Source: an optimization exercise on an open RTL-to-GDS flow (aim: small area, a short achievable clock period and few clock cycles). Production flows keep margins and buffers that such runs may drop.
In this exercise RTL edits were held to simulation tests only and were not proved equivalent to the original.

`design/flow/config.mk`:
```
export PLATFORM = sky130hd
export DESIGN_NAME = fpu
export DESIGN_NICKNAME = fpu
export VERILOG_FILES = /design/flow/design.v
export SDC_FILE = /design/flow/constraint.sdc
export NUM_CORES = 4
export LEC_CHECK = 0
export CAP_MARGIN = 20
export CORE_MARGIN = 2
export CORE_UTILIZATION = 40
export SLEW_MARGIN = 20
```
`design/flow/constraint.sdc`:
```
create_clock -name core_clock -period 65.0 [get_ports {clock}]
set_input_delay 13.0000 -clock core_clock [delete_from_list [all_inputs] [get_ports {clock}]]
set_output_delay 13.0000 -clock core_clock [all_outputs]
set_load 0.01 [all_outputs]
```
`design/flow/design.v`:
```
typedef struct packed {
  logic sign;
  logic [5 - 1:0] exp;
  logic [10 - 1:0] frac;
} fp16_t;
typedef struct packed {
  logic sign;
  logic [8 - 1:0] exp;
  logic [23 - 1:0] frac;
} fp32_t;
typedef struct packed {
  logic sign;
  logic [11 - 1:0] exp;
  logic [52 - 1:0] frac;
} fp64_t;
typedef enum logic[$clog2(10 + 1) - 1:0] {
  FPU_ADD,
  FPU_SUB,
  FPU_MUL,
  FPU_DIV,
  FPU_FMAD,
  FPU_FMS,
  FPU_FNMAD,
  FPU_FNMS,
  FPU_MAX,
  FPU_MIN
} fpuOp_t;
typedef struct packed {
  logic Z, C, N, V;
} condCode_t;
typedef struct packed {
  logic NV, DZ, OF, UF, NX;
} statusFlag_t;
typedef struct packed {
  logic OF, UF, NX;
} opStatusFlag_t;
typedef struct packed {
  logic lt, eq, gt;
} fpuComp_t;
module fpuAddSubAligner
  #(parameter int  FRACW = 10,
    parameter int  EXPW  = 5)
  (input  fp16_t                largeNum, smallNum,
   output fp16_t                alignedSmallNum,
   output logic [FRACW - 1:0] shiftedOut,
   output logic               sticky);
  logic [EXPW - 1:0] expDiff;
  logic [FRACW + 1:0] extFrac;
  always_comb begin
    expDiff = (largeNum.exp == EXPW'(0) ? EXPW'(1) : largeNum.exp) - (smallNum.exp == EXPW'(0) ? EXPW'(1) : smallNum.exp);
    alignedSmallNum.sign = smallNum.sign;
    {extFrac, shiftedOut} = {smallNum.exp != '0 ? 1'b1 : 1'b0, smallNum.frac, FRACW'(0)} >> expDiff;
    alignedSmallNum.exp = largeNum.exp;
    alignedSmallNum.frac = extFrac[FRACW - 1:0];
    sticky = (shiftedOut != FRACW'(0));
  end
endmodule
module fpuLZC
  #(parameter int WIDTH = 16,
              parameter int OUTWIDTH = $clog2(WIDTH + 1))
  (input  logic [WIDTH - 1:0]    lzcIn,
   output logic [OUTWIDTH - 1:0] lzcOut);
  always_comb begin
    lzcOut = WIDTH;
    for (int i = WIDTH - 1; i >= 0; i--) begin
      if (lzcIn[i] && lzcOut == WIDTH)
        lzcOut = WIDTH - i;
    end
  end
endmodule
module fpuTZC
  #(parameter int WIDTH = 16,
              parameter int OUTWIDTH = $clog2(WIDTH + 1))
  (input  logic [WIDTH - 1:0]    tzcIn,
   output logic [OUTWIDTH - 1:0] tzcOut);
  always_comb begin
    tzcOut = 0;
    for (int i = 0; i < WIDTH; i++) begin
      if (tzcIn[i] && tzcOut == 0)
        tzcOut = i;
    end
  end
endmodule
module fpuNormalizer
  #(parameter int FRACW = 10,
    parameter int EXPW = 5,
    parameter int EXP_MAX = 30,
    parameter int PFW = 10)
  (input  logic                     unnormSign,
   input  logic [1:0]               unnormInt,
   input  logic [PFW - 1:0]         unnormFrac,
   input  logic [EXPW - 1:0]        unnormExp,
   input  logic [EXPW - 1:0]        denormDiff,
   input  logic                     sticky,
   input  logic                     OFin,
   input  logic                     div,
   output fp16_t                    normOut,
   output opStatusFlag_t            opStatusFlags);
  logic [$clog2(PFW + 1) - 1:0] lzc;
  logic [PFW + 1:0] explicitSig;
  logic [FRACW - 1:0] roundedFrac;
  logic OF, UF, NX;
  logic preRoundOF;
  logic roundNormOF;
  assign OF = (preRoundOF | roundNormOF | OFin);
  assign opStatusFlags = {OF, UF, NX};
  logic [EXPW - 1:0] roundedExp;
  logic [EXPW - 1:0] preRoundExp;
  logic denormalized;
  assign denormalized = ((unnormExp == EXPW'(0)) & ~OFin);
  logic [PFW - 1:0] postDenormFrac;
  logic [FRACW - 1:0] denormShiftAmount;
  logic guard, round;
  logic denormGuard, denormRound;
  logic [PFW - 1:0] roundedPostDenormFrac;
  assign roundedPostDenormFrac = postDenormFrac;
  logic [1:0] postDenormInt;
  logic [EXPW - 1:0] absDenormDiff;
  fpuLZC #(.WIDTH(PFW)) fpuMulLZC(.lzcIn(unnormFrac), .lzcOut(lzc));
  always_comb begin
    normOut.exp = OF ? {FRACW{'1}} : roundedExp;
    postDenormInt = explicitSig[PFW + 1:PFW];
    if (denormalized) begin
      normOut.frac = OF ? FRACW'(0) :
                           roundedPostDenormFrac[PFW - 1:PFW - FRACW] + (denormRound & (denormGuard | sticky));
      if (denormDiff[EXPW - 1]) begin
        {postDenormInt, postDenormFrac} = (div) ? explicitSig >> denormShiftAmount : explicitSig << denormShiftAmount;
      end
      else begin
        {postDenormInt, postDenormFrac} = (div) ? explicitSig << denormShiftAmount : explicitSig >> denormShiftAmount;
      end
    end
    else begin
      postDenormFrac = (div) ? explicitSig[PFW - 1:PFW - FRACW] : explicitSig[PFW - FRACW:0];
      normOut.frac = OF ? FRACW'(0) : roundedFrac;
    end
  end
  always_comb begin
    normOut.sign = unnormSign;
    denormGuard = postDenormFrac[PFW - FRACW];
    denormRound = postDenormFrac[PFW - FRACW - 1];
    preRoundOF = 1'b0;
    absDenormDiff = (denormDiff[EXPW - 1]) ? ~(denormDiff) + EXPW'(1) : denormDiff;
    denormShiftAmount = (absDenormDiff + 1);
    if (unnormInt > 2'd1) begin
      preRoundExp = (denormalized) ? unnormExp : unnormExp + EXPW'(1);
      if (preRoundExp > EXP_MAX) begin
        preRoundOF = 1'b1;
      end
      explicitSig = {unnormInt, unnormFrac} >> 1;
      denormShiftAmount--;
    end
    else if (unnormInt == 2'b0) begin
      if (lzc <= unnormExp) begin
        preRoundExp = unnormExp - lzc;
        explicitSig = {unnormInt, unnormFrac} << lzc;
      end
      else begin
        preRoundExp = 0;
        explicitSig = {unnormInt, unnormFrac};
      end
    end
    else begin
      preRoundExp = unnormExp;
      explicitSig = {unnormInt, unnormFrac};
    end
    guard = (unnormInt > 2'd1) ? unnormFrac[PFW - FRACW + 1] : explicitSig[PFW - FRACW];
    round = (unnormInt > 2'd1) ? unnormFrac[PFW - FRACW] : explicitSig[PFW - FRACW - 1];
  end
  always_comb begin
    roundedExp = (denormalized && (postDenormInt != 2'd0)) ?
                 EXPW'(1) : preRoundExp;
    roundNormOF = 1'b0;
    if (round & (sticky | guard)) begin
      roundedFrac = explicitSig[PFW - 1:PFW - FRACW] + FRACW'(1);
      if (roundedFrac == '0) begin
        roundedExp = preRoundExp + EXPW'(1);
        if (roundedExp == 0 || roundedExp > EXP_MAX) begin
          roundNormOF = 1;
        end
      end
    end
    else if (guard & round & ~sticky) begin
      roundedFrac = explicitSig[PFW - 1:PFW - FRACW] & 16'hFFFD;
    end
    else begin
      roundedFrac = explicitSig[PFW - 1:PFW - FRACW];
    end
  end
  assign NX = (sticky | round);
  assign UF = ~OF && (roundedExp == 0 && roundedFrac != 0);
endmodule
module fpuAddSubSorter
  (input  fp16_t fpuIn1, fpuIn2,
   output fp16_t largeNum, smallNum);
  assign {largeNum, smallNum} = ({fpuIn1.exp, fpuIn1.frac} > {fpuIn2.exp, fpuIn2.frac}) ?
                                {fpuIn1, fpuIn2} : {fpuIn2, fpuIn1};
endmodule
module fpuIsSpecialValue
  #(parameter int FRACW = 10,
    parameter int EXPW = 5)
  (input  fp16_t  fpuIn,
   output logic inf, nan);
  always_comb begin
    inf = 1'b0;
    nan = 1'b0;
    if (fpuIn.exp == {EXPW{1'b1}}) begin
      if (fpuIn.frac == {FRACW{1'b0}}) begin
        inf = 1'b1;
      end
      else begin
        nan = 1'b1;
      end
    end
  end
endmodule
typedef enum logic[1:0] {
  MUL_WAIT,
  MUL_COMP,
  MUL_DONE
} fpuMultiplyState_t;
module fpuMultiplierFSM
  (input  logic clock, reset, compDone, start,
   output logic compEn,
   output logic done);
  fpuMultiplyState_t currState, nextState;
  always_ff @(posedge clock, posedge reset) begin
    if (reset) begin
      currState <= MUL_WAIT;
    end
    else begin
      currState <= nextState;
    end
  end
  always_comb begin
    compEn = 0;
    done = 0;
    unique case (currState)
      MUL_WAIT: nextState = (start) ? MUL_COMP : MUL_WAIT;
      MUL_COMP: begin
        nextState = (compDone) ? MUL_DONE : MUL_COMP;
        compEn = 1;
      end
      MUL_DONE: begin
        nextState = MUL_DONE;
        done = 1;
      end
    endcase
  end
endmodule
module radix16Mult
  #(parameter int WIDTH = 32,
    parameter int OUTWIDTH = (WIDTH << 1))
   (input  logic [WIDTH - 1:0]    mulIn1, mulIn2,
    input  logic                  clock, reset, start,
    output logic [OUTWIDTH - 1:0] mulOut,
    output logic                  done);
   localparam int ITERS = WIDTH / 4;
   logic [WIDTH + 3:0] storedMultiplier_shiftReg;
   logic [3:0] radixBits;
   int unsigned iterCounter;
   logic compDone;
   logic compEn;
   assign compDone = (iterCounter == ITERS + 1);
   logic [OUTWIDTH - 1:0] extMultiplicand;
   logic [OUTWIDTH - 1:0] currPP;
   logic [OUTWIDTH - 1:0] addend;
   assign addend = (currPP << (iterCounter << 2));
   always_ff @(posedge clock) begin
     if (start) begin
       storedMultiplier_shiftReg <= {4'd0, mulIn2};
       iterCounter <= 0;
       mulOut <= 0;
       extMultiplicand <= mulIn1;
     end
     else if (compEn) begin
       storedMultiplier_shiftReg <= (storedMultiplier_shiftReg >> 4);
       iterCounter <= (iterCounter + 1);
       mulOut <= mulOut + addend;
     end
   end
   assign radixBits = storedMultiplier_shiftReg[3:0];
   always_comb begin
     unique case (radixBits)
       4'b0000: currPP = 0;
       4'b0001: currPP = extMultiplicand;
       4'b0010: currPP = (extMultiplicand << 1);
       4'b0011: currPP = (extMultiplicand << 1) + extMultiplicand;
       4'b0100: currPP = (extMultiplicand << 2);
       4'b0101: currPP = (extMultiplicand << 2) + extMultiplicand;
       4'b0110: currPP = (extMultiplicand << 2) + (extMultiplicand << 1);
       4'b0111: currPP = (extMultiplicand << 2) + (extMultiplicand << 1) + extMultiplicand;
       4'b1000: currPP = (extMultiplicand << 3);
       4'b1001: currPP = (extMultiplicand << 3) + extMultiplicand;
       4'b1010: currPP = (extMultiplicand << 3) + (extMultiplicand << 1);
       4'b1011: currPP = (extMultiplicand << 3) + (extMultiplicand << 1) + extMultiplicand;
       4'b1100: currPP = (extMultiplicand << 3) + (extMultiplicand << 2);
       4'b1101: currPP = (extMultiplicand << 3) + (extMultiplicand << 2) + extMultiplicand;
       4'b1110: currPP = (extMultiplicand << 3) + (extMultiplicand << 2) + (extMultiplicand << 1);
       4'b1111: currPP = (extMultiplicand << 3) + (extMultiplicand << 2) + (extMultiplicand << 1) + extMultiplicand;
     endcase
   end
  fpuMultiplierFSM FSM(.*);
endmodule
typedef enum logic [1:0] {
  DIV_WAIT,
  DIV_COMP,
  DIV_DONE
} fpuDividerState_t;
module fpuDivider
  #(parameter int WIDTH = 16,
    parameter int FRACW = 10)
  (input  logic [WIDTH - 1:0] divIn1, divIn2,
   input  logic               start, clock, reset,
   output logic [WIDTH - 1:0] divOut,
   output logic [WIDTH - 1:0] divRem,
   output logic               done);
  logic [$clog2(WIDTH + 1) - 1:0] shiftCounter;
  logic [2 * WIDTH - 1:0] remShiftReg;
  logic [2 * WIDTH - 1:0] shiftedAQ;
  logic [WIDTH - 1:0] nextPartialRem;
  logic [WIDTH - 1:0] nextDivOut;
  logic [WIDTH:0] tempRemReg;
  logic [WIDTH - 1:0] latchedIn1;
  logic [WIDTH - 1:0] latchedIn2;
  logic compEn, compDone;
  logic restore;
  always_ff @(posedge clock) begin
    if (start) begin
      shiftCounter <= WIDTH;
      remShiftReg <= {WIDTH'(0), divIn1};
      latchedIn1 <= divIn1;
      latchedIn2 <= divIn2;
    end
    else if (compEn) begin
      shiftCounter <= shiftCounter - 1;
      remShiftReg <= {nextPartialRem, nextDivOut};
    end
  end
  assign shiftedAQ = remShiftReg << 1;
  assign tempRemReg = (shiftedAQ[2 * WIDTH - 1:WIDTH] - latchedIn2);
  assign restore = (tempRemReg[WIDTH]);
  assign nextPartialRem = (restore) ? (shiftedAQ[2 * WIDTH - 1:WIDTH]) : tempRemReg;
  assign divOut = remShiftReg[WIDTH - 1:0];
  assign divRem = remShiftReg[2 * WIDTH - 1:WIDTH];
  assign nextDivOut = {shiftedAQ[WIDTH - 1:1] , ~restore};
  assign compDone = (shiftCounter == 1);
  fpuDividerFSM FSM(.*);
endmodule
module fpuDividerFSM
  (input  logic clock, reset, compDone, start,
   output logic compEn, done);
  fpuDividerState_t currState, nextState;
  always_ff @(posedge clock, posedge reset) begin
    if (reset) begin
      currState <= DIV_WAIT;
    end
    else begin
      currState <= nextState;
    end
  end
  always_comb begin
    unique case (currState)
      DIV_WAIT: nextState = (start) ? DIV_COMP : DIV_WAIT;
      DIV_COMP: nextState = (compDone) ? DIV_DONE : DIV_COMP;
      DIV_DONE: nextState = DIV_DONE;
    endcase
  end
  assign compEn = (currState == DIV_COMP);
  assign done = (currState == DIV_DONE);
endmodule
`default_nettype none
module fpuAddSub
  #(parameter int FRACW = 10,
    parameter int EXPW = 5,
    parameter int EXP_MAX = (1 << EXPW) - 2,
    parameter int BIAS = 15)
  (input  logic          sub,
   input  fp16_t           fpuIn1, fpuIn2,
   output fp16_t           fpuOut,
   output condCode_t     condCodes,
   output opStatusFlag_t opStatusFlags);
  logic Z, C, N, V;
  assign condCodes = {Z, C, N, V};
  logic sticky;
  logic effS1;
  logic effS2;
  assign effS1 = fpuIn1.sign;
  assign effS2 = fpuIn2.sign ^ sub;
  fp16_t largeNum;
  fp16_t smallNum;
  fpuAddSubSorter  sorter(.*);
  logic effSignLarge, effSignSmall;
  always_comb begin
    if (largeNum == fpuIn1) begin
      effSignLarge = effS1;
      effSignSmall = effS2;
    end
    else begin
      effSignLarge = effS2;
      effSignSmall = effS1;
    end
  end
  logic [FRACW - 1:0] shiftedOut;
  fp16_t alignedSmallNum;
  fpuAddSubAligner #(.FRACW(FRACW), .EXPW(EXPW)) aligner(.*);
  logic [2 * FRACW - 1:0] fracSum;
  logic [2 * FRACW:0] extLargeFrac;
  logic [2 * FRACW:0] extSmallFrac;
  logic [1:0] intPart;
  assign extLargeFrac = {~(largeNum.exp == 0), largeNum.frac, FRACW'(0)};
  assign extSmallFrac = {(alignedSmallNum == smallNum && smallNum.exp != EXPW'(0)), alignedSmallNum.frac, shiftedOut};
  assign {intPart, fracSum} = (effSignLarge == effSignSmall) ?
                              (extLargeFrac + extSmallFrac) :
                              (extLargeFrac - extSmallFrac);
  fp16_t normalizedOut;
  logic [EXPW - 1:0] denormDiff;
  fpuLZC #(.WIDTH(2 * FRACW)) LZC(.lzcIn(fracSum), .lzcOut(denormDiff));
  fpuNormalizer #(.FRACW(FRACW), .EXPW(EXPW), .EXP_MAX(EXP_MAX), .PFW(2 * FRACW))
                normalizer(.unnormSign(effSignLarge), .unnormInt(intPart),
                           .unnormFrac(fracSum),
                           .unnormExp(largeNum.exp),
                           .sticky,
                           .denormDiff(denormDiff + EXPW'(1)),
                           .OFin(1'b0),
                           .div(1'b0), .normOut(normalizedOut),
                           .opStatusFlags);
  assign Z = (normalizedOut == '0);
  assign C = 1'b0;
  assign N = normalizedOut.sign;
  assign V = 1'b0;
  assign fpuOut = normalizedOut;
endmodule
module fpuComp
  (input  fp16_t   fpuIn1, fpuIn2,
   input  logic  isInf1, isInf2,
   input  logic  isNaN1, isNaN2,
   output logic  lt, eq, gt);
  localparam int MAG_WIDTH = $bits(fpuIn1) - 1;
  logic [MAG_WIDTH - 1:0] mag1;
  logic [MAG_WIDTH - 1:0] mag2;
  logic magLt;
  logic magGt;
  logic noNaNs, noInfs;
  assign noNaNs = (~isNaN1 & ~isNaN2);
  assign noInfs = (~isInf1 & ~isInf2);
  assign mag1 = {fpuIn1.exp, fpuIn1.frac};
  assign mag2 = {fpuIn2.exp, fpuIn2.frac};
  assign magLt = (mag1 < mag2);
  assign magGt = (mag1 > mag2);
  assign lt = ((fpuIn1.sign & fpuIn2.sign & magGt) |
               (~fpuIn1.sign & ~fpuIn2.sign & magLt) |
               (fpuIn1.sign & ~fpuIn2.sign) |
               (isInf1 & fpuIn1.sign)) & noNaNs & ~(isInf2 & fpuIn2.sign);
  assign eq = ((fpuIn1 == fpuIn2) | (isInf1 & isInf2 & fpuIn1.sign == fpuIn2.sign)) & noNaNs;
  assign gt = ((fpuIn1.sign & fpuIn2.sign & magLt) |
               (~fpuIn1.sign & ~fpuIn2.sign & magGt) |
               (~fpuIn1.sign & fpuIn2.sign) |
               (isInf1 & ~fpuIn1.sign)) & noNaNs & ~(isInf2 & ~fpuIn2.sign);
endmodule
typedef enum logic [1:0] {
  FPMUL_WAIT,
  FPMUL_SIGCOMP,
  FPMUL_DONE
} fpuMulState_t;
module fpuMul
  #(parameter int FRACW = 10,
    parameter int EXPW = 5,
    parameter int EXP_MAX = (1 << EXPW) - 1,
    parameter int BIAS = 15)
  (input  fp16_t           fpuIn1, fpuIn2,
   input  logic          clock, reset, start,
   output fp16_t           fpuOut,
   output logic          done,
   output condCode_t     condCodes,
   output opStatusFlag_t opStatusFlags);
  logic [1:0] sigMulOutInt;
  logic [2 * FRACW - 1:0] sigMulOutFrac;
  logic sigMulDone;
  logic [FRACW:0] sigMulIn1;
  logic [FRACW:0] sigMulIn2;
  logic outSign;
  logic sticky;
  logic [EXPW - 1:0] unnormExp;
  logic Z, C, N, V;
  assign condCodes = {Z, C, N, V};
  assign outSign = fpuIn1.sign ^ fpuIn2.sign;
  logic OFin;
  logic expCarry;
  logic denorm;
  assign {expCarry, unnormExp} = fpuIn1.exp + fpuIn2.exp - BIAS;
  assign denorm = ((fpuIn1.exp + fpuIn2.exp) <= {expCarry, unnormExp});
  assign OFin = ((expCarry & ~denorm) | ~denorm & (unnormExp == {EXPW{1'b1}} | unnormExp > EXP_MAX));
  assign sigMulIn1 = (fpuIn1.exp == '0) ? {1'b0, fpuIn1.frac} : {1'b1, fpuIn1.frac};
  assign sigMulIn2 = (fpuIn2.exp == '0) ? {1'b0, fpuIn2.frac} : {1'b1, fpuIn2.frac};
  radix16Mult #(.WIDTH(FRACW + 1)) sigMultiplier(.mulIn1(sigMulIn1), .mulIn2(sigMulIn2), .start,
                                             .clock, .reset, .mulOut({sigMulOutInt, sigMulOutFrac}),
                                             .done(sigMulDone));
  assign sticky = sigMulOutFrac[FRACW - 1:0] != 0;
  fpuNormalizer #(.FRACW(FRACW), .EXPW(EXPW), .EXP_MAX(EXP_MAX), .PFW(2 * FRACW))
                mulNormalizer(.unnormSign(outSign), .unnormInt(sigMulOutInt),
                              .unnormFrac(sigMulOutFrac),
                              .unnormExp(denorm ? EXPW'(0) : unnormExp),
                              .denormDiff(EXPW'(BIAS) - (fpuIn1.exp + fpuIn2.exp)),
                              .sticky,
                              .OFin, .div(1'b0), .normOut(fpuOut),
                              .opStatusFlags);
  assign Z = (fpuOut == '0);
  assign C = 1'b0;
  assign N = fpuOut.sign;
  assign V = 1'b0;
  fpuMulFSM FSM(.*);
endmodule
module fpuMulFSM
  (input  logic start, sigMulDone,
   input  logic clock, reset,
   output logic done);
  fpuMulState_t currState, nextState;
  always_ff @(posedge clock, posedge reset) begin
    if (reset) begin
      currState <= FPMUL_WAIT;
    end
    else begin
      currState <= nextState;
    end
  end
  always_comb begin
    unique case (currState)
      FPMUL_WAIT: nextState = (start) ? FPMUL_SIGCOMP : FPMUL_WAIT;
      FPMUL_SIGCOMP: nextState = (sigMulDone) ? FPMUL_DONE : FPMUL_SIGCOMP;
      FPMUL_DONE: nextState = FPMUL_DONE;
    endcase
  end
  assign done = (currState == FPMUL_DONE);
endmodule
typedef enum logic [1:0] {
  FPDIV_WAIT,
  FPDIV_SIGCOMP,
  FPDIV_DONE
} fpuDivState_t;
module fpuDiv
  #(parameter int FRACW = 10,
    parameter int EXPW = 5,
    parameter int EXP_MAX = (1 << EXPW) - 2,
    parameter int BIAS = 15)
  (input  fp16_t           fpuIn1, fpuIn2,
   input  logic          clock, reset, start,
   output fp16_t           fpuOut,
   output logic          done,
   output condCode_t     condCodes,
   output opStatusFlag_t opStatusFlags);
  logic Z, C, N, V;
  assign condCodes = {Z, C, N, V};
  logic [FRACW:0] dividendSig;
  logic [FRACW:0] divisorSig;
  assign dividendSig = {~(fpuIn1.exp == 0), fpuIn1.frac};
  assign divisorSig = {~(fpuIn2.exp == 0), fpuIn2.frac};
  logic [$clog2(FRACW + 1) - 1:0] divisorTZC;
  fpuTZC #(.WIDTH(FRACW)) tzc(.tzcIn(fpuIn2.frac), .tzcOut(divisorTZC));
  logic [2 * FRACW - 1:0] adjustedDividend;
  logic [2 * FRACW - 1:0] adjustedDivisor;
  logic [2 * FRACW - 1:0] significandDivOut;
  logic [2 * FRACW - 1:0] divOutFrac;
  logic sigDivDone;
  assign adjustedDividend = {dividendSig, {(FRACW-1){1'b0}}};
  assign adjustedDivisor = (divisorSig >> divisorTZC);
  fpuDivider #(.WIDTH(2 * FRACW)) divider(.divIn1(adjustedDividend),
                                          .divIn2(adjustedDivisor),
                                          .start, .clock, .reset,
                                          .divOut(significandDivOut),
                                          .divRem(),
                                          .done(sigDivDone));
  logic outSign;
  assign outSign = fpuIn1.sign ^ fpuIn2.sign;
  logic [1:0] unnormInt;
  logic [2 * FRACW - 1:0] unnormFrac;
  logic expCarry;
  logic denorm;
  logic [EXPW - 1:0] unnormExp;
  logic OFin;
  logic [63:0] intShiftAmt;
  assign intShiftAmt = (FRACW + divisorTZC - 1);
  assign unnormInt = significandDivOut >> intShiftAmt;
  assign divOutFrac = significandDivOut & ((1 << (2 * FRACW - (divisorTZC + 1))) - 1);
  assign unnormFrac = divOutFrac << (FRACW - divisorTZC + 1);
  assign {expCarry, unnormExp} = fpuIn1.exp - fpuIn2.exp + BIAS;
  assign denorm = (fpuIn1.exp + BIAS <= fpuIn2.exp);
  assign OFin = ((expCarry & ~denorm) | ~denorm & (unnormExp == {EXPW{1'b1}} | unnormExp > EXP_MAX));
  fpuNormalizer #(.FRACW(FRACW), .EXPW(EXPW), .EXP_MAX(EXP_MAX), .PFW(2 * FRACW))
                divNormalizer(.unnormSign(outSign),
                              .unnormInt,
                              .unnormFrac,
                              .unnormExp(denorm ? EXPW'(0) : unnormExp),
                              .denormDiff(EXPW'(BIAS) + (fpuIn1.exp - fpuIn2.exp)),
                              .sticky(unnormFrac[FRACW - 1:0] != 0),
                              .OFin, .div(1'b1),
                              .normOut(fpuOut),
                              .opStatusFlags);
  assign Z = (fpuOut == 0);
  assign C = 1'b0;
  assign N = fpuOut.sign;
  assign V = 1'b0;
  fpuDivFSM FSM(.*);
endmodule
module fpuDivFSM
  (input  logic start, sigDivDone,
   input  logic clock, reset,
   output logic done);
  fpuDivState_t currState, nextState;
  always_ff @(posedge clock, posedge reset) begin
    if (reset) begin
      currState <= FPDIV_WAIT;
    end
    else begin
      currState <= nextState;
    end
  end
  always_comb begin
    unique case (currState)
      FPDIV_WAIT: nextState = (start) ? FPDIV_SIGCOMP : FPDIV_WAIT;
      FPDIV_SIGCOMP: nextState = (sigDivDone) ? FPDIV_DONE : FPDIV_SIGCOMP;
      FPDIV_DONE: nextState = FPDIV_DONE;
    endcase
  end
  assign done = (currState == FPDIV_DONE);
endmodule
typedef enum logic [2:0] {
  FPFMAD_WAIT,
  FPFMAD_MUL_KICK,
  FPFMAD_MUL_WAIT,
  FPFMAD_DONE
} fpuFMADState_t;
module fpuFMAD
  #(parameter int FRACW = 10,
    parameter int EXPW = 5,
    parameter int EXP_MAX = (1 << EXPW) - 1,
    parameter int BIAS = 15)
  (input  fp16_t           fpuIn1, fpuIn2, fpuIn3,
   input  logic          clock, reset, start,
   input  logic          sub, negate,
   output fp16_t           fpuOut,
   output logic          done,
   output condCode_t     condCodes,
   output opStatusFlag_t opStatusFlags);
  logic mulStart, mulDone;
  fp16_t mulOut;
  fp16_t addOut;
  fpuMul #(.FRACW(FRACW), .EXPW(EXPW), .EXP_MAX(EXP_MAX), .BIAS(BIAS))
    multiplier(.fpuIn1, .fpuIn2, .clock, .reset, .start(mulStart), .fpuOut(mulOut),
               .done(mulDone), .condCodes(), .opStatusFlags());
  fpuAddSub #(.FRACW(FRACW), .EXPW(EXPW), .EXP_MAX(EXP_MAX), .BIAS(BIAS))
    adder(.sub, .fpuIn1(mulOut), .fpuIn2(fpuIn3), .fpuOut(addOut), .condCodes, .opStatusFlags);
  assign fpuOut = {negate ^ addOut.sign, addOut.exp, addOut.frac};
  fpuFMADFSM FSM(.*);
endmodule
module fpuFMADFSM
  (input  logic clock, reset, start, mulDone,
   output logic mulStart, done);
  fpuFMADState_t currState, nextState;
  always_ff @(posedge clock, posedge reset) begin
    if (reset) begin
      currState <= FPFMAD_WAIT;
    end
    else begin
      currState <= nextState;
    end
  end
  always_comb begin
    mulStart = 0;
    done = 0;
    unique case (currState)
      FPFMAD_WAIT: nextState = (start) ? FPFMAD_MUL_KICK : FPFMAD_WAIT;
      FPFMAD_MUL_KICK: begin
        mulStart = 1;
        nextState = FPFMAD_MUL_WAIT;
      end
      FPFMAD_MUL_WAIT: begin
        nextState = (mulDone) ? FPFMAD_DONE : FPFMAD_MUL_WAIT;
      end
      FPFMAD_DONE: begin
        done = 1;
        nextState = FPFMAD_DONE;
    end
      default: nextState = FPFMAD_WAIT;
    endcase
  end
endmodule
module fpu
  (input  fp16_t          fpuIn1, fpuIn2, fpuIn3,
   input  logic [3:0]   op,
   input  logic         clock, reset, start,
   output fp16_t          fpuOut,
   output logic         fpuDone,
   output condCode_t    condCodes,
   output statusFlag_t  statusFlags,
   output fpuComp_t     comps);
  localparam int WIDTH = 16;
  localparam int FRACW = $bits(fpuIn1.frac);
  localparam int EXPW = $bits(fpuIn1.exp);
  localparam int EXP_MAX = (1 << EXPW) - 2;
  localparam int BIAS = (1 << (EXPW - 1)) - 1;
  localparam logic [WIDTH - 1:0] NAN = (WIDTH == 16) ? 16'h7E00 :
                                       ((WIDTH == 32) ? 32'h7F800000 : 64'h3FF8000000000000);
  fp16_t fpuAddOut;
  fp16_t fpuSubOut;
  fp16_t fpuMulOut;
  fp16_t fpuDivOut;
  fp16_t fpuFMADOut;
  fp16_t fpuFMSOut;
  fp16_t fpuFNMADOut;
  fp16_t fpuFNMSOut;
  fp16_t fpuMaxOut;
  fp16_t fpuMinOut;
  condCode_t addCondCodes;
  condCode_t subCondCodes;
  condCode_t mulCondCodes;
  condCode_t divCondCodes;
  condCode_t fmadCondCodes;
  condCode_t fmsCondCodes;
  condCode_t fnmadCondCodes;
  condCode_t fnmsCondCodes;
  logic isInf1, isInf2, isNaN1, isNaN2;
  fpuIsSpecialValue #(.FRACW(FRACW), .EXPW(EXPW))
                    specVal1(.fpuIn(fpuIn1), .inf(isInf1), .nan(isNaN1)),
                    specval2(.fpuIn(fpuIn2), .inf(isInf2), .nan(isNaN2));
  logic anyNaNs;
  assign anyNaNs = (isNaN1 | isNaN2);
  opStatusFlag_t opStatusFlags;
  logic NV, DZ;
  assign statusFlags = {NV, DZ, opStatusFlags};
  assign NV = anyNaNs ||
              (isInf1 && isInf2 && (fpuIn1.sign ^ fpuIn2.sign) && (op == FPU_ADD || op == FPU_SUB)) ||
              ((op == FPU_MUL) && (isInf1 && fpuIn2 == 0) || (isInf2 && fpuIn1 == 0)) ||
              ((op == FPU_DIV) && (isInf1 && isInf2));
  assign DZ = (op == FPU_DIV && {fpuIn2.exp, fpuIn2.frac} == 0);
  opStatusFlag_t addStatusFlags;
  opStatusFlag_t subStatusFlags;
  opStatusFlag_t mulStatusFlags;
  opStatusFlag_t divStatusFlags;
  opStatusFlag_t fmadStatusFlags;
  opStatusFlag_t fmsStatusFlags;
  opStatusFlag_t fnmadStatusFlags;
  opStatusFlag_t fnmsStatusFlags;
  logic mulDone, divDone, fmadDone, fmsDone, fnmadDone, fnmsDone;
  logic lt, eq, gt;
  assign comps = {lt, eq, gt};
  fpuComp  fpuComp(.*);
  fpuAddSub #(.FRACW(FRACW), .EXPW(EXPW), .EXP_MAX(EXP_MAX), .BIAS(BIAS))
            fpuAdder(.sub(1'b0), .fpuIn1, .fpuIn2, .fpuOut(fpuAddOut),
                     .condCodes(addCondCodes), .opStatusFlags(addStatusFlags)),
            fpuSubtracter(.sub(1'b1), .fpuIn1, .fpuIn2, .fpuOut(fpuSubOut),
                          .condCodes(subCondCodes), .opStatusFlags(subStatusFlags));
  fpuMul #(.FRACW(FRACW), .EXPW(EXPW), .EXP_MAX(EXP_MAX), .BIAS(BIAS))
         fpuMultiplier(.fpuIn1, .fpuIn2, .clock, .reset, .start, .fpuOut(fpuMulOut),
                       .condCodes(mulCondCodes), .opStatusFlags(mulStatusFlags),
                       .done(mulDone));
  fpuDiv #(.FRACW(FRACW), .EXPW(EXPW), .EXP_MAX(EXP_MAX), .BIAS(BIAS))
         fpuDivider(.fpuIn1, .fpuIn2, .clock, .reset, .start,
                    .fpuOut(fpuDivOut), .done(divDone), .condCodes(divCondCodes),
                    .opStatusFlags(divStatusFlags));
  fpuFMAD #(.FRACW(FRACW), .EXPW(EXPW), .EXP_MAX(EXP_MAX), .BIAS(BIAS))
         fpuFMAD(.fpuIn1, .fpuIn2, .fpuIn3, .clock, .reset, .start, .sub(1'b0),
                 .negate(1'b0), .fpuOut(fpuFMADOut), .done(fmadDone),
                 .condCodes(fmadCondCodes),
                 .opStatusFlags(fmadStatusFlags)),
         fpuFMS(.fpuIn1, .fpuIn2, .fpuIn3, .clock, .reset, .start, .sub(1'b1),
                .negate(1'b0), .fpuOut(fpuFMSOut), .done(fmsDone), .condCodes(fmsCondCodes),
                .opStatusFlags(fmsStatusFlags)),
         fpuFNMAD(.fpuIn1, .fpuIn2, .fpuIn3, .clock, .reset, .start, .sub(1'b0), .negate(1'b1),
                  .fpuOut(fpuFNMADOut), .done(fnmadDone), .condCodes(fnmadCondCodes),
                  .opStatusFlags(fnmadStatusFlags)),
         fpuFNMS(.fpuIn1, .fpuIn2, .fpuIn3, .clock, .reset, .start, .sub(1'b1), .negate(1'b1),
                 .fpuOut(fpuFNMSOut), .done(fnmsDone), .condCodes(fnmsCondCodes),
                 .opStatusFlags(fnmsStatusFlags));
  always_comb begin
    unique case (op)
      FPU_ADD: begin
        fpuOut = (anyNaNs) ? NAN : fpuAddOut;
        condCodes = addCondCodes;
        opStatusFlags = addStatusFlags;
        fpuDone = 1;
      end
      FPU_SUB: begin
        fpuOut = (anyNaNs) ? NAN : fpuSubOut;
        condCodes = subCondCodes;
        opStatusFlags = subStatusFlags;
        fpuDone = 1;
      end
      FPU_MUL: begin
        fpuOut = (anyNaNs) ? NAN : fpuMulOut;
        condCodes = mulCondCodes;
        opStatusFlags = mulStatusFlags;
        fpuDone = mulDone;
      end
      FPU_DIV: begin
        fpuOut = (anyNaNs) ? NAN : fpuDivOut;
        condCodes = divCondCodes;
        opStatusFlags = divStatusFlags;
        fpuDone = divDone;
      end
      FPU_FMAD: begin
        fpuOut = (anyNaNs) ? NAN : fpuFMADOut;
        condCodes = fmadCondCodes;
        opStatusFlags = fmadStatusFlags;
        fpuDone = fmadDone;
      end
      FPU_FMS: begin
        fpuOut = (anyNaNs) ? NAN : fpuFMSOut;
        condCodes = fmsCondCodes;
        opStatusFlags = fmsStatusFlags;
        fpuDone = fmsDone;
      end
      FPU_FNMAD: begin
        fpuOut = (anyNaNs) ? NAN : fpuFNMADOut;
        condCodes = fnmadCondCodes;
        opStatusFlags = fnmadStatusFlags;
        fpuDone = fnmadDone;
      end
      FPU_FNMS: begin
        fpuOut = (anyNaNs) ? NAN : fpuFNMSOut;
        condCodes = fnmsCondCodes;
        opStatusFlags = fnmsStatusFlags;
        fpuDone = fnmsDone;
      end
      FPU_MAX: begin
        fpuOut = (gt) ? fpuIn1 : fpuIn2;
        condCodes = 0;
        opStatusFlags = 0;
        fpuDone = 1;
      end
      FPU_MIN: begin
        fpuOut = (lt) ? fpuIn1 : fpuIn2;
        condCodes = 0;
        opStatusFlags = 0;
        fpuDone = 1;
      end
      default: begin
        fpuOut = 0;
        condCodes = 0;
        opStatusFlags = 0;
        fpuDone = 0;
      end
    endcase
  end
endmodule
```
`design/flow/run.sh`:
```
#!/bin/bash
# synth_recipe.tcl (not shown) runs the flow's synth.tcl, then flattens the netlist and writes it again
# the make line also repeats each setting of config.mk as NAME=value (left out here)
make -C /OpenROAD-flow-scripts/flow DESIGN_CONFIG=/design/flow/config.mk WORK_HOME=/design/flow/orfs CLKGATE_MAP_FILE= SYNTH_SCRIPT=/design/flow/synth_recipe.tcl finish
```
==> results.py <==
metrics = {
    "floorplanning": {
        "die_area_um2": 343000,
        "core_area_um2": 337000,
        "fp.dieH_um": 586,
        "io-pin-count": 84,
        "start_util": 0.402,
        "rows": 213,
        "die_x_um": 586,
    },
    "sta": {
        "drv_slew": 0,
        "post-route-min-period_ns": 57.87,
        "skew_ns": 0.0351,
        "rsz0062_at_grt": "no",
        "fmax_mhz": 17.3,
        "tightest_slew_ns": 1.40,
        "period_share": 0.890,
        "finalSetupViolCount": 0,
        "hold_ws_ns": 0.498,
        "tns_ns": 0,
        "hold_viol": 0,
        "slew-limit-headroom": 0.0622,
    },
    "route": {
        "dr.pass1.iters": 12,
        "avgRoutedWirePerCell_um": 27.4,
        "routed_wirelength_um": 667000,
        "drtIter0Drc": 24500,
        "drcViolationCount": 0,
        "num_vias": 167000,
        "ant_nets": 0,
        "via_per_inst": 6.84,
    },
    "cts": {
        "clk_path_buf_depth": 3,
        "numCtsBuffers": 47,
        "cts_hold_buf": 0,
        "postCtsSetupBuffers": 0,
        "cts.clk_slew.worst_paths_ns": 0.06,
        "ctsRootBufferMaster": "clkbuf_16",
        "cts.sink_count": 467,
        "worstSkewPairLatency_ns": 0.65,
        "cts_tree": "built",
        "h-tree-depth": 2,
        "cts_resized": 0,
    },
    "critical_path": {
        "worstSetupPathType": "in2out",
        "arrival_ns": 44.87,
        "cp-end-kind": "output port",
        "worstPathRequired_ns": 52.00,
        "slowest_delay_ns": 1.06,
        "critPathMostFrequentCell": "ha_1",
        "cp-start-kind": "input port",
        "path_max_fanout": 29,
        "cp_slowest_cell": "fa_1",
    },
    "global_route": {
        "antenna_found_initial": 39,
        "grt_max_degree": 116,
        "track_usage": 0.369,
        "grt_overflow": 0,
        "grt_pass1_vias": 154000,
        "grt_pass1_wl_um": 993000,
    },
    "synth": {
        "yosys.area.top_type": "ha_1",
        "synth-seq-cells": 467,
        "synth_edf_count": 132,
        "ys_top_cells_by_area": "ha_1 8.3%, a21oi_1 6.5%, nor2_1 6.2%",
        "synthArstFlopShare": 0.0685,
        "syn_inst": 20400,
        "synth_cell_types": 168,
        "yosysSeqAreaShare": 0.0800,
        "mappedNetlistArea_um2": 135000,
        "syn_avg_cell_area_um2": 6.65,
        "synth_top_area_share": 0.0829,
        "ys.flop_type": "dfxtp_1",
        "ys_warn_count": 14,
    },
    "placed_design": {
        "place_congestion": 1.05,
        "dp_hpwl_um": 519000,
        "io_buffer_count": 81,
    },
    "cells_and_area": {
        "areaGrowthSynthToFinish_pct": 5.62,
        "final_cell_mix": "2232 x nor2_1, 2105 x nand2_1, 1751 x a21oi_1",
        "layout_commonest_cell": "nor2_1",
        "drive_gt1_frac": 0.0672,
        "fillers": 36000,
        "layout.nets": 20800,
    },
    "run": {
        "maxCapViolations": 0,
    },
    "hold_path": {
        "min_path_type": "reg2reg",
    },
    "status": {
        "status": "finished clean",
    },
}
final cells by class:
class | instances | area, um^2 | share of cell area
diodes | 13 | 32.5 | 0.000227
flip-flops and latches | 467 | 10800 | 0.0758
multi-input cells | 17800 | 117000 | 0.818
repair buffers | 622 | 4840 | 0.0338
clock buffers | 64 | 1390 | 0.00969
clock inverters | 23 | 205 | 0.00143
well taps | 4515 | 5650 | 0.0395
inverters | 820 | 3090 | 0.0216
per-stage QoR:
step                utilization  setup WS, ns  cells  area (um^2)
global route              0.425          5.06  24400       143000
detailed placement        0.420          8.33  24300       141000
floorplan                     -         14.98  20400       135000
CTS                       0.424          8.19  24400       143000
global placement          0.420          8.66  24300       141000
finish                    0.425          7.13  24400       143000
metal layers:
metal,share of wire,routed length [um],GRT usage,vias up
met3,0.10,69300,0.0698,2089
li1,-,-,-,75700
met2,0.42,282000,0.566,10100
met1,0.41,276000,0.493,78900
met5,0.00020,133,0,-
met4,0.060,39900,0.179,22
Yosys cell counts (195+ instances only):
| cell | number |
|---|---|
| a211oi_1 | 361 |
| a21o_1 | 353 |
| a21oi_1 | 1759 |
| a22oi_1 | 214 |
| a31oi_1 | 353 |
| and3_1 | 231 |
| clkbuf_1 | 918 |
| dfxtp_1 | 303 |
| ha_1 | 897 |
| inv_1 | 757 |
| mux2i_1 | 375 |
| nand2_1 | 2106 |
| nand2b_1 | 206 |
| nand3_1 | 768 |
| nand4_1 | 262 |
| nor2_1 | 2244 |
| nor2b_1 | 195 |
| nor3_1 | 723 |
| nor4_1 | 245 |
| o211ai_1 | 321 |
| o21ai_0 | 1198 |
| o21bai_1 | 252 |
| o22ai_1 | 203 |
| or3_1 | 214 |
| xnor2_1 | 743 |
| xor2_1 | 505 |
flip-flops by register name (all words and copies together), names as in the netlist, 22 cells and up:
register,count
fpuFMAD.multiplier.sigMultiplier.iterCounter,32
fpuMultiplier.sigMultiplier.mulOut,22
fpuFMS.multiplier.sigMultiplier.mulOut,22
fpuFNMAD.multiplier.sigMultiplier.mulOut,22
fpuDivider.divider.remShiftReg,39
fpuMultiplier.sigMultiplier.iterCounter,32
fpuFMS.multiplier.sigMultiplier.iterCounter,32
fpuFNMAD.multiplier.sigMultiplier.iterCounter,32
fpuFNMS.multiplier.sigMultiplier.iterCounter,32
fpuFNMS.multiplier.sigMultiplier.mulOut,22
fpuFMAD.multiplier.sigMultiplier.mulOut,22
kinds of logic (layout without fill, tap and decap cells):
group,Yosys count,in the layout,synth area share
AO/OA/AOI/OAI,7209,7209,0.364
XOR/XNOR,1255,1255,0.0818
adder cells (fa/ha/maj),956,956,0.0915
buffers and inverters,2044,1529,0.0608
flip-flops,467,467,0.0800
multiplexers,524,524,0.0433
other,1,15,0.0000277
AND/OR/NAND/NOR,7903,7903,0.279
critical path, delay by kind of cell:
kind | cells | cell delay (ns)
AO/OA/AOI/OAI | 47 | 11.06
XOR/XNOR | 2 | 0.58
adder cells (fa/ha/maj) | 15 | 5.37
buffers and inverters | 14 | 4.57
AND/OR/NAND/NOR | 35 | 10.17
path summary, 6_finish.rpt:
| path | start | end | slack, ns | depth (start not counted) |
|---|---|---|---|---|
| min | fpuDivider.divider.remShiftReg[38]$_SDFFE_PP0P_ | fpuDivider.divider.remShiftReg[38]$_SDFFE_PP0P_ | 0.50 | 2 |
| max in group asynchronous | reset | fpuDivider.FSM.currState[1]$_DFF_PP0_ | 51.41 | 2 |
| min in group asynchronous | reset | fpuFNMS.multiplier.sigMultiplier.FSM.currState[1]$_DFF_PP0_ | 12.99 | 2 |
| min reg2reg | fpuDivider.divider.remShiftReg[38]$_SDFFE_PP0P_ | fpuDivider.divider.remShiftReg[38]$_SDFFE_PP0P_ | 0.50 | 2 |
| max | fpuIn2[12] | fpuOut[8] | 7.13 | 113 |
| max reg2reg | fpuFMS.multiplier.sigMultiplier.extMultiplicand[1]$_DFFE_PP_ | fpuFMS.multiplier.sigMultiplier.mulOut[21]$_SDFFE_PP0P_ | 56.81 | 35 |
Testbench counts, summed over its fixed seeds: cycles 19,174.

afterwards: timing with drivers on the ports:
Ports are ideal in the flow. The routed layout listed here was re-timed in OpenROAD. Step 1 assumes that a clkbuf_16 drives the clock port and a buf_2 every other input. Step 2 adds t to the input delays and takes it off the output delays; t is the mean of the earliest and latest rising clock arrival at the registers after step 1. Input paths then give back, and output paths get back, about the clock's delay inside the block. Three values: ideal, step 1, step 2; two values: the first two.
t, ns: 0.697
slack for setup (ns): 7.130 / 7.082 / 7.082
worst setup path after step 2: input to output
After both steps setup and hold are still met in this run. The setup slack of this run moves by -0.048 ns with the drivers and by -0.048 ns with both steps.
